Source: an optimization exercise on an open RTL-to-GDS flow (aim: small area). Production flows keep margins and buffers that such runs may drop.
In this exercise RTL edits were held to simulation tests only and were not proved equivalent to the original.

$ cat design/flow/flow/run.sh
#!/bin/bash
set -o pipefail
cp standard.sh standard.sh.txt
export BUFFER_PORTS_ARGS="-buffer_cell sky130_fd_sc_hd__buf_1"
bash standard.sh finish > standard.log 2>&1
$ cat design/flow/standard.sh
#!/bin/bash
# synth_recipe.tcl (not shown) runs the flow's synth.tcl, then flattens the netlist and writes it again
# the make line also repeats each setting of config.mk as NAME=value (left out here)
make -C /OpenROAD-flow-scripts/flow DESIGN_CONFIG=/design/flow/config.mk WORK_HOME=/design/flow/orfs CLKGATE_MAP_FILE= SYNTH_SCRIPT=/design/flow/synth_recipe.tcl "${@:-finish}"
$ cat design/flow/design.v
module SubBytesLP (input clock, input reset, input enableS, input [0:127] blocoIn, output [0:127] blocoOut);
  wire [0:127] sn;
  genvar k;
  generate
    for (k = 0; k < 16; k = k + 1) begin : g_sb
      sbox_n u_sbox (.x(blocoIn[8*k +: 8]), .sn(sn[8*k +: 8]));
    end
  endgenerate
  reg [0:127] qn;
  reg valid;
  always @(posedge clock)
    if (enableS) qn <= sn;
  always @(posedge clock or posedge reset)
    if (reset) valid <= 1'b0;
    else if (enableS) valid <= 1'b1;
  wire validn;
  g_inv u_vinv (.a(valid), .y(validn));
  generate
    for (k = 0; k < 128; k = k + 1) begin : g_out
      g_nor u_out (.a(qn[k]), .b(validn), .y(blocoOut[k]));
    end
  endgenerate
endmodule
module sbox_n (input [7:0] x, output [7:0] sn);
  wire U0 = x[7], U1 = x[6], U2 = x[5], U3 = x[4], U4 = x[3], U5 = x[2], U6 = x[1], U7 = x[0];
  wire y14, y13, y9, y8, t0, y1, y4, y12, y2, y5, y3, t1;
  wire y15, y20, y6, y10, y11, y7, y17, y19, y16, y21, y18, t2;
  wire t3, t4, t5, t6, t7, t8, t9, t10, t11, t12, t13, t14;
  wire t15, t16, t17, t18, t19, t20, t21, t22, t23, t24, t25, t26;
  wire t27, t28, t29, t30, t31, t32, t33, t34, t35, t36, t37, t38;
  wire t39, t40, t41, t42, t43, t44, t45, z0, z1, z2, z3, z4;
  wire z5, z6, z7, z8, z9, z10, z11, z12, z13, z14, z15, z16;
  wire z17, t46, t47, t48, t49, t50, t51, t52, t53, t54, t55, t56;
  wire t57, t58, t59, t60, t61, t62, t63, t64, t65, t66, t67;
  g_xor g0 (.a(U3), .b(U5), .y(y14));
  g_xor g1 (.a(U0), .b(U6), .y(y13));
  g_xor g2 (.a(U0), .b(U3), .y(y9));
  g_xor g3 (.a(U0), .b(U5), .y(y8));
  g_xor g4 (.a(U1), .b(U2), .y(t0));
  g_xor g5 (.a(t0), .b(U7), .y(y1));
  g_xor g6 (.a(y1), .b(U3), .y(y4));
  g_xor g7 (.a(y13), .b(y14), .y(y12));
  g_xor g8 (.a(y1), .b(U0), .y(y2));
  g_xor g9 (.a(y1), .b(U6), .y(y5));
  g_xor g10 (.a(y5), .b(y8), .y(y3));
  g_xor g11 (.a(U4), .b(y12), .y(t1));
  g_xor g12 (.a(t1), .b(U5), .y(y15));
  g_xor g13 (.a(t1), .b(U1), .y(y20));
  g_xor g14 (.a(y15), .b(U7), .y(y6));
  g_xor g15 (.a(y15), .b(t0), .y(y10));
  g_xor g16 (.a(y20), .b(y9), .y(y11));
  g_xor g17 (.a(U7), .b(y11), .y(y7));
  g_xor g18 (.a(y10), .b(y11), .y(y17));
  g_xor g19 (.a(y10), .b(y8), .y(y19));
  g_xor g20 (.a(t0), .b(y11), .y(y16));
  g_xor g21 (.a(y13), .b(y16), .y(y21));
  g_xor g22 (.a(U0), .b(y16), .y(y18));
  g_nand g23 (.a(y12), .b(y15), .y(t2));
  g_nand g24 (.a(y3), .b(y6), .y(t3));
  g_xor g25 (.a(t3), .b(t2), .y(t4));
  g_nand g26 (.a(y4), .b(U7), .y(t5));
  g_xor g27 (.a(t5), .b(t2), .y(t6));
  g_nand g28 (.a(y13), .b(y16), .y(t7));
  g_nand g29 (.a(y5), .b(y1), .y(t8));
  g_xor g30 (.a(t8), .b(t7), .y(t9));
  g_nand g31 (.a(y2), .b(y7), .y(t10));
  g_xor g32 (.a(t10), .b(t7), .y(t11));
  g_nand g33 (.a(y9), .b(y11), .y(t12));
  g_nand g34 (.a(y14), .b(y17), .y(t13));
  g_xor g35 (.a(t13), .b(t12), .y(t14));
  g_nand g36 (.a(y8), .b(y10), .y(t15));
  g_xor g37 (.a(t15), .b(t12), .y(t16));
  g_xor g38 (.a(t4), .b(t14), .y(t17));
  g_xor g39 (.a(t6), .b(t16), .y(t18));
  g_xor g40 (.a(t9), .b(t14), .y(t19));
  g_xor g41 (.a(t11), .b(t16), .y(t20));
  g_xor g42 (.a(t17), .b(y20), .y(t21));
  g_xor g43 (.a(t18), .b(y19), .y(t22));
  g_xor g44 (.a(t19), .b(y21), .y(t23));
  g_xor g45 (.a(t20), .b(y18), .y(t24));
  g_xor g46 (.a(t21), .b(t22), .y(t25));
  g_nand g47 (.a(t21), .b(t23), .y(t26));
  g_xnor g48 (.a(t24), .b(t26), .y(t27));
  g_nand g49 (.a(t25), .b(t27), .y(t28));
  g_xnor g50 (.a(t28), .b(t22), .y(t29));
  g_xor g51 (.a(t23), .b(t24), .y(t30));
  g_xnor g52 (.a(t22), .b(t26), .y(t31));
  g_nand g53 (.a(t31), .b(t30), .y(t32));
  g_xnor g54 (.a(t32), .b(t24), .y(t33));
  g_xor g55 (.a(t23), .b(t33), .y(t34));
  g_xor g56 (.a(t27), .b(t33), .y(t35));
  g_nand g57 (.a(t24), .b(t35), .y(t36));
  g_xnor g58 (.a(t36), .b(t34), .y(t37));
  g_xnor g59 (.a(t27), .b(t36), .y(t38));
  g_nand g60 (.a(t29), .b(t38), .y(t39));
  g_xnor g61 (.a(t25), .b(t39), .y(t40));
  g_xor g62 (.a(t40), .b(t37), .y(t41));
  g_xor g63 (.a(t29), .b(t33), .y(t42));
  g_xor g64 (.a(t29), .b(t40), .y(t43));
  g_xor g65 (.a(t33), .b(t37), .y(t44));
  g_xor g66 (.a(t42), .b(t41), .y(t45));
  g_nand g67 (.a(t44), .b(y15), .y(z0));
  g_nand g68 (.a(t37), .b(y6), .y(z1));
  g_nand g69 (.a(t33), .b(U7), .y(z2));
  g_nand g70 (.a(t43), .b(y16), .y(z3));
  g_nand g71 (.a(t40), .b(y1), .y(z4));
  g_nand g72 (.a(t29), .b(y7), .y(z5));
  g_nand g73 (.a(t42), .b(y11), .y(z6));
  g_nand g74 (.a(t45), .b(y17), .y(z7));
  g_nand g75 (.a(t41), .b(y10), .y(z8));
  g_nand g76 (.a(t44), .b(y12), .y(z9));
  g_nand g77 (.a(t37), .b(y3), .y(z10));
  g_nand g78 (.a(t33), .b(y4), .y(z11));
  g_nand g79 (.a(t43), .b(y13), .y(z12));
  g_nand g80 (.a(t40), .b(y5), .y(z13));
  g_nand g81 (.a(t29), .b(y2), .y(z14));
  g_nand g82 (.a(t42), .b(y9), .y(z15));
  g_nand g83 (.a(t45), .b(y14), .y(z16));
  g_nand g84 (.a(t41), .b(y8), .y(z17));
  g_xor g85 (.a(z15), .b(z16), .y(t46));
  g_xor g86 (.a(z10), .b(z11), .y(t47));
  g_xor g87 (.a(z5), .b(z13), .y(t48));
  g_xor g88 (.a(z9), .b(z10), .y(t49));
  g_xor g89 (.a(z2), .b(z12), .y(t50));
  g_xor g90 (.a(z2), .b(z5), .y(t51));
  g_xor g91 (.a(z7), .b(z8), .y(t52));
  g_xor g92 (.a(z0), .b(z3), .y(t53));
  g_xor g93 (.a(z6), .b(z7), .y(t54));
  g_xor g94 (.a(z16), .b(z17), .y(t55));
  g_xnor g95 (.a(z12), .b(t48), .y(t56));
  g_xor g96 (.a(t50), .b(t53), .y(t57));
  g_xnor g97 (.a(z4), .b(t46), .y(t58));
  g_xnor g98 (.a(z3), .b(t54), .y(t59));
  g_xor g99 (.a(t46), .b(t57), .y(t60));
  g_xnor g100 (.a(z14), .b(t57), .y(t61));
  g_xor g101 (.a(t52), .b(t58), .y(t62));
  g_xor g102 (.a(t49), .b(t58), .y(t63));
  g_xnor g103 (.a(z4), .b(t59), .y(t64));
  g_xor g104 (.a(t61), .b(t62), .y(t65));
  g_xnor g105 (.a(z1), .b(t63), .y(t66));
  g_xnor g106 (.a(t59), .b(t63), .y(sn[7]));
  g_xor g107 (.a(t56), .b(t62), .y(sn[1]));
  g_xor g108 (.a(t48), .b(t60), .y(sn[0]));
  g_xor g109 (.a(t64), .b(t65), .y(t67));
  g_xnor g110 (.a(t53), .b(t66), .y(sn[4]));
  g_xnor g111 (.a(t51), .b(t66), .y(sn[3]));
  g_xnor g112 (.a(t47), .b(t65), .y(sn[2]));
  g_xnor g113 (.a(t64), .b(sn[4]), .y(sn[6]));
  g_xor g114 (.a(t55), .b(t67), .y(sn[5]));
endmodule
module g_inv (input a, output y);
  assign y = ~a;
endmodule
module g_nand (input a, input b, output y);
  assign y = ~(a & b);
endmodule
module g_nor (input a, input b, output y);
  assign y = ~(a | b);
endmodule
module g_xnor (input a, input b, output y);
  assign y = ~(a ^ b);
endmodule
module g_xor (input a, input b, output y);
  assign y = a ^ b;
endmodule
$ cat design/flow/constraint.sdc
create_clock -name core_clock -period 10.0 [get_ports {clock}]
set_input_delay 2.0000 -clock core_clock [delete_from_list [all_inputs] [get_ports {clock}]]
set_output_delay 2.0000 -clock core_clock [all_outputs]
set_load 0.01 [all_outputs]
$ cat design/flow/config.mk
export PLATFORM = sky130hd
export DESIGN_NAME = SubBytesLP
export DESIGN_NICKNAME = SubBytesLP
export VERILOG_FILES = /design/flow/design.v
export SDC_FILE = /design/flow/constraint.sdc
export NUM_CORES = 8
export LEC_CHECK = 0
export CAP_MARGIN = 20
export CORE_MARGIN = 2
export CORE_UTILIZATION = 65
export CTS_BUF_LIST = sky130_fd_sc_hd__clkbuf_4 sky130_fd_sc_hd__clkbuf_8
export SLEW_MARGIN = 20
export SYNTH_HIERARCHICAL = 1
==> results of run 1 <==
final cells by class:
| cell class | count | area, µm² |
|---|---|---|
| multi-input combinational | 1969 | 14000 |
| inverter | 2 | 10.0 |
| timing repair buffer | 277 | 1110 |
| tap | 341 | 427 |
| fill | 2231 | 7120 |
| clock inverter | 12 | 183 |
| sequential | 129 | 3870 |
| clock buffer | 20 | 263 |
stage by stage:
stage	util, %	instances	worst slack [ns]
2_1_floorplan	-	2100	1.76
3_3_place_gp	72.0	2718	0.472
3_5_place_dp	72.0	2718	0.363
4_1_cts	73.7	2750	0.814
5_1_grt	73.7	2750	0.0413
6_report	73.7	2750	0.798
per-layer routing:
metal	global-route usage [%]	share of wire, %	up-vias	wire [µm]
li1	-	-	7081	-
met1	32.8	44	6453	17100
met2	49.3	50	357	19500
met3	4.44	5.3	50	2070
met4	6.21	1.5	0	584
met5	0	0	-	0
worst paths after layout:
path / from / to / slack [ns] / depth (start not counted)
max in group asynchronous: reset / valid / 8.56 / 2
hold / removal: valid / valid / 0.53 / 1
min in group asynchronous: reset / valid / 1.35 / 2
setup reg to reg: valid / valid / 9.25 / 1
setup / recovery: blocoIn[72] / qn[74] / 0.80 / 29
hold reg to reg: valid / valid / 0.53 / 1
modules after synthesis (local to each module, per instance), excerpt:
module | area [µm²] | times used
SubBytesLP | 3880 | 1
g_xnor | 8.76 | 288
g_inv | 3.75 | 1
g_nand | 3.75 | 512
g_nor | 3.75 | 128
g_xor | 8.76 | 1040
flip-flops by register name, summed over array words and instances (netlist names):
name	cells
valid	1
qn	128
cell usage in the layout, fill, tap and decap left out, drive strengths merged:
| cell | n |
|---|---|
| xor2 | 1040 |
| nand2 | 512 |
| xnor2 | 288 |
| buf | 276 |
| nor2 | 128 |
| edfxtp | 128 |
| clkbuf | 21 |
| bufinv | 4 |
| clkinv | 4 |
| clkinvlp | 3 |
| inv | 3 |
| or2 | 1 |
| dfrtp | 1 |
kinds of logic after synthesis:
group | share of synthesized area (%)
xor+xnor | 64.9
buf+inv | 0.0419
flops | 21.6
simple gates | 13.4
cell usage after synthesis, drive strengths merged:
master,instances
inv,2
xor2,1040
edfxtp,128
dfrtp,1
nor2,128
xnor2,288
or2,1
nand2,512
==> results.toml, run 1 <==
[cells_and_area]
nets = 2527
drive_above_1_share_pct = 2.20
insertedDiodeCount = 0
design_area_mm2 = 0.0199
syn_to_final_growth_pct = 11.1

[floorplan]
die_h_um = 170
floorplan.io_pins = 259
die-area_mm2 = 0.0289
fp.coreArea_mm2 = 0.0270
start_util_pct = 66.3
row_count = 60
fp.dieW_um = 170

[timing]
fin_hold_ws_ns = 0.530
fin_setup_tns_ns = 0
slew_viol_final = 0
setup_viol = 0
period_share_pct = 92.0
fin_crit_ns = 9.20
timing.fmax_mhz = 109
rsz0062_at_grt = "no"
clock_skew_ns = 0
hold_viol = 0
worst_pin_slew_ns = 1.02
slew_headroom_pct = 31.9

[clocking]
postCtsSetupRepairBufs = 0
tritoncts = "built"
clkSlewWorstSetupHoldPaths_ns = 0.08
htreeDepth = 4
clock_sinks = 129
cts_hold_buf = 0
cts_max_path_buffers = 2
clk_latency_ns = 0.44
cts_buffers = 17
cts.root.buffer_cell = "clkbuf_8"
cts_resized = 0

[place]
dpl_cell_area_mm2 = 0.0195
dp_hpwl_um = 32200
port_buffers = 258
gp_congestion = 0.972

[detailed_routing]
routed_via_density = 5.07
ant_nets = 0
drt_iter0_drc = 797
wl_um = 39200
wl_per_cell_um = 14.2
drc = 0
num_vias = 13900
first_pass_iters = 6

[critical_path]
cp.arrival_ns = 9.39
worstSetupStartpointType = "input port"
required_ns = 10.19
cp_max_fo = 6
timing.critical_path.buf_inv = 1
cpPeakStageDelay_ns = 0.53
cp_common_cell = "xor2_1"
critical_path.top_delay_family = "XOR/XNOR gates"
endpoint_kind = "flop"
cpMaxStageDelayCell = "xnor2_1"
critPathKind = "in -> reg"

[global_routing]
grt_usage_pct = 26.8
grt_max_degree = 73
grt.overflow.total = 0
antenna_found_initial = 0
grt_first_pass_wirelength_um = 63700
grt_pass1_vias = 14000

[synthesis]
synth_top_area_share_pct = 50.8
yosys.area.top_type = "xor2_1"
ys_ff_latch = 129
synthCells = 2100
yosysSeqAreaShare_pct = 21.6
synth_warnings = 7
synth_cell_types = 8
netlist_area_mm2 = 0.0179
ys_top_cells_by_area = "xor2_1 (51%), edfxtp_1 (21%), xnor2_1 (14%)"
syn-num-nets = 2231
avgSynthCellArea_um2 = 8.53

[worst_hold_path]
min_path_type = "reg -> reg"

[run_status]
status = "no timing/DRC/antenna violations"

[flow_run]
cap_violations = 0
==> run 2, diff against run 1 <==
==> design/flow/run.sh (new file) <==
#!/bin/bash
# synth_recipe.tcl (not shown) runs the flow's synth.tcl, then flattens the netlist and writes it again
# the make line also repeats each setting of config.mk as NAME=value (left out here)
make -C /OpenROAD-flow-scripts/flow DESIGN_CONFIG=/design/flow/config.mk WORK_HOME=/design/flow/orfs CLKGATE_MAP_FILE= SYNTH_SCRIPT=/design/flow/synth_recipe.tcl finish
removed: design/flow/flow/run.sh
removed: design/flow/standard.sh
==> results.toml, run 2 <==
[timing]
fin_setup_tns_ns = 0
clock_skew_ns = 0
slew_headroom_pct = 41.1
rsz0062_at_grt = "no"
slew_viol_final = 0
hold_viol = 0
fin_hold_ws_ns = 0.544
timing.fmax_mhz = 105
setup_viol = 0
worst_pin_slew_ns = 0.884
period_share_pct = 95.6
fin_ws_ns = 0.441
fin_crit_ns = 9.56

[cells_and_area]
drive_above_1_share_pct = 3.01
nets = 2544
largest_reg_flops = 128
syn_to_final_growth_pct = 20.7
mostFrequentLayoutCells = "xor2_1 (1038), nand2_1 (512), xnor2_1 (287), clkdlybuf4s50_1 (257)"
multi_input_area_mm2 = 0.0141
largest_register = "qn"
insertedDiodeCount = 0
fill_cells = 1892
final_common_cell = "xor2_1"
finalNonFillerCells = 2767
top_regs = "qn x128, valid x1"
regArea_mm2 = 0.00387

[critical_path]
cp_common_cell = "xor2_1"
cpPeakStageDelay_ns = 0.66
cp.arrival_ns = 9.76
cpMaxStageDelayCell = "clkdlybuf4s50_1"
r2r_slack_ns = 9.24
r2r_end = "valid"
required_ns = 10.20
reg2reg_from = "valid"
endpoint_kind = "flop"
cp_max_fo = 6
ff2ff_path_depth = 1
critPathKind = "in -> reg"
worstSetupStartpointType = "input port"

[synthesis]
ys_top_cells_by_area = "xor2_1 (51%), edfxtp_1 (21%), xnor2_1 (14%)"
synthFlopType = "edfxtp_1"
async_flop_share_pct = 0.775
syn-num-nets = 2231
synth_warnings = 7
synth_cell_types = 8
ys_top_cells_by_count = "xor2_1 (1040), nand2_1 (512), xnor2_1 (288), edfxtp_1 (128), nor2_1 (128)"
synth_most_common_cell = "xor2_1"
yosys.area.top_type = "xor2_1"
yosysSeqAreaShare_pct = 21.6
synthCells = 2100
ys_ff_latch = 129
synth_edf_count = 128
synth_top_area_share_pct = 50.8
netlist_area_mm2 = 0.0179
avgSynthCellArea_um2 = 8.53

[place]
dpl_worst_slack_ns = -0.161
dp.cells = 2735
port_buffers = 258
gp_congestion = 0.997
dp_hpwl_um = 33500

[worst_hold_path]
min_path_type = "reg -> reg"
holdPathEnd = "valid"
hold_start = "valid"
hold_depth = 1

[clocking]
htreeDepth = 4
cts_buffers = 17
cts.root.buffer_cell = "clkbuf_8"
postCtsSetupRepairBufs = 0
clk_latency_ns = 0.46
cts_max_path_buffers = 2
clkSlewWorstSetupHoldPaths_ns = 0.09
tritoncts = "built"
clock_sinks = 129

[floorplan]
start_util_pct = 66.3
die_h_um = 170
fp.dieW_um = 170
floorplan.io_pins = 259
row_count = 60
die-area_mm2 = 0.0289
fp.coreArea_mm2 = 0.0270

[detailed_routing]
first_pass_iters = 5
drt_iter0_drc = 859
num_vias = 14300
routed_via_density = 5.18
ant_nets = 0
drc = 0
wl_per_cell_um = 15.1
wl_um = 41700

[flow_run]
cap_violations = 0

[global_routing]
grt_first_pass_wirelength_um = 68200
antenna_found_initial = 0
grt_pass1_vias = 14700
grt.overflow.total = 0
grt_max_degree = 79
grt_usage_pct = 28.6

[run_status]
status = "no timing/DRC/antenna violations"
[run 2: cell count changes in the layout (fill, tap and decap cells not counted), sizes merged]
| cell | previous run | this run |
|---|---|---|
| buf | 276 | 37 |
| clkinv | 4 | 5 |
| clkbuf | 21 | 19 |
| clkdlybuf4s50 | 0 | 257 |
| bufinv | 4 | 2 |
| clkinvlp | 3 | 5 |
[run 2: how the worst max path moves through the flow]
stage	cells past startpoint	to	startpoint	slack, ns
CTS	28	qn[90]	blocoIn[88]	0.28
detailed placement	29	qn[90]	blocoIn[88]	-0.16
global route	29	qn[90]	blocoIn[88]	0.02
finish	29	qn[90]	blocoIn[88]	0.44
global placement	29	qn[90]	blocoIn[88]	0.28
floorplan	28	qn[106]	blocoIn[110]	1.76
[run 2: final cells by class]
cell class	instances	area share (%)
clock inverters	13	0.643
repair buffers	294	13.2
clock buffers	19	1.18
well taps	341	1.97
inverters	2	0.0463
multi-input cells	1969	65.1
flip-flops and latches	129	17.9
[run 2: metal layers]
| metal | routed length, µm | global-route usage (%) |
|---|---|---|
| met1 | 17600 | 34.2 |
| met2 | 21400 | 54.1 |
| met3 | 2240 | 4.93 |
| met4 | 410 | 5.13 |
| met5 | 0 | 0 |
[run 2: worst max-delay path, delay by kind of cell]
kind,cells,cell delay [ns]
AND/OR/NAND/NOR,6,0.76
XOR/XNOR,22,6.33
buffers and inverters,1,0.66
[run 2: metrics by stage]
step,instance area [µm²],util [%]
after detailed placement,21200,78.4
after global routing,21600,80.0
after floorplan,17900,-
after CTS,21600,79.9
after global placement,21200,78.4
final,21600,80.0
[run 2: logic make-up (layout without fill, tap and decap cells)]
| family | after synthesis | count (layout) | share of synthesized area, % |
|---|---|---|---|
| buffers and inverters | 2 | 328 | 0.0419 |
| AND/OR/NAND/NOR | 641 | 641 | 13.4 |
| flip-flops | 129 | 129 | 21.6 |
| XOR/XNOR | 1328 | 1328 | 64.9 |
[run 2: what timing repair did]
item | in CTS | in global routing
resized for setup | 0 | 3
hold buffers | 0 | 0
setup endpoints to repair | 0 | 3
[run 2: Yosys stat by module (local to each module, per instance), a selection]
module	cells inside	area (µm²)	flip-flops and latches	copies in the design
g_xor	1	8.76	0	1040
g_inv	1	3.75	0	1
SubBytesLP	131	3880	129	1
g_xnor	1	8.76	0	288
g_nand	1	3.75	0	512
g_nor	1	3.75	0	128

separate check: timing with driven ports:
In the flow no input, the clock included, has a driving cell. The finished layouts below were timed again as built, in two steps. Step 1 (the two cells are an assumption about what drives the block):
set clk [get_ports {clock}]
set_driving_cell -lib_cell sky130_fd_sc_hd__clkbuf_16 $clk
set_driving_cell -lib_cell sky130_fd_sc_hd__buf_2 [delete_from_list [all_inputs] $clk]
Step 2 moves the port delays by t, midway between the first and last clock arrival at a register: inputs arrive t later, outputs are due t later. That takes back most of the time a late clock gives input paths. Three values: no drivers, after step 1, after step 2; two values: the first two.
run | t (ns) | setup WS [ns] | latest minus earliest clock arrival (ns)
run 1 | 0.481 | 0.798 / 0.777 / 0.295 | 0.018 / 0.019
run 2 | 0.495 | 0.441 / 0.445 / -0.050 | 0.023 / 0.023
Met with ideal ports but missed after step 2: setup timing in run 2. The setup slack of run 1, which loses most, moves by -0.021 ns with the drivers and by -0.503 ns with both steps.
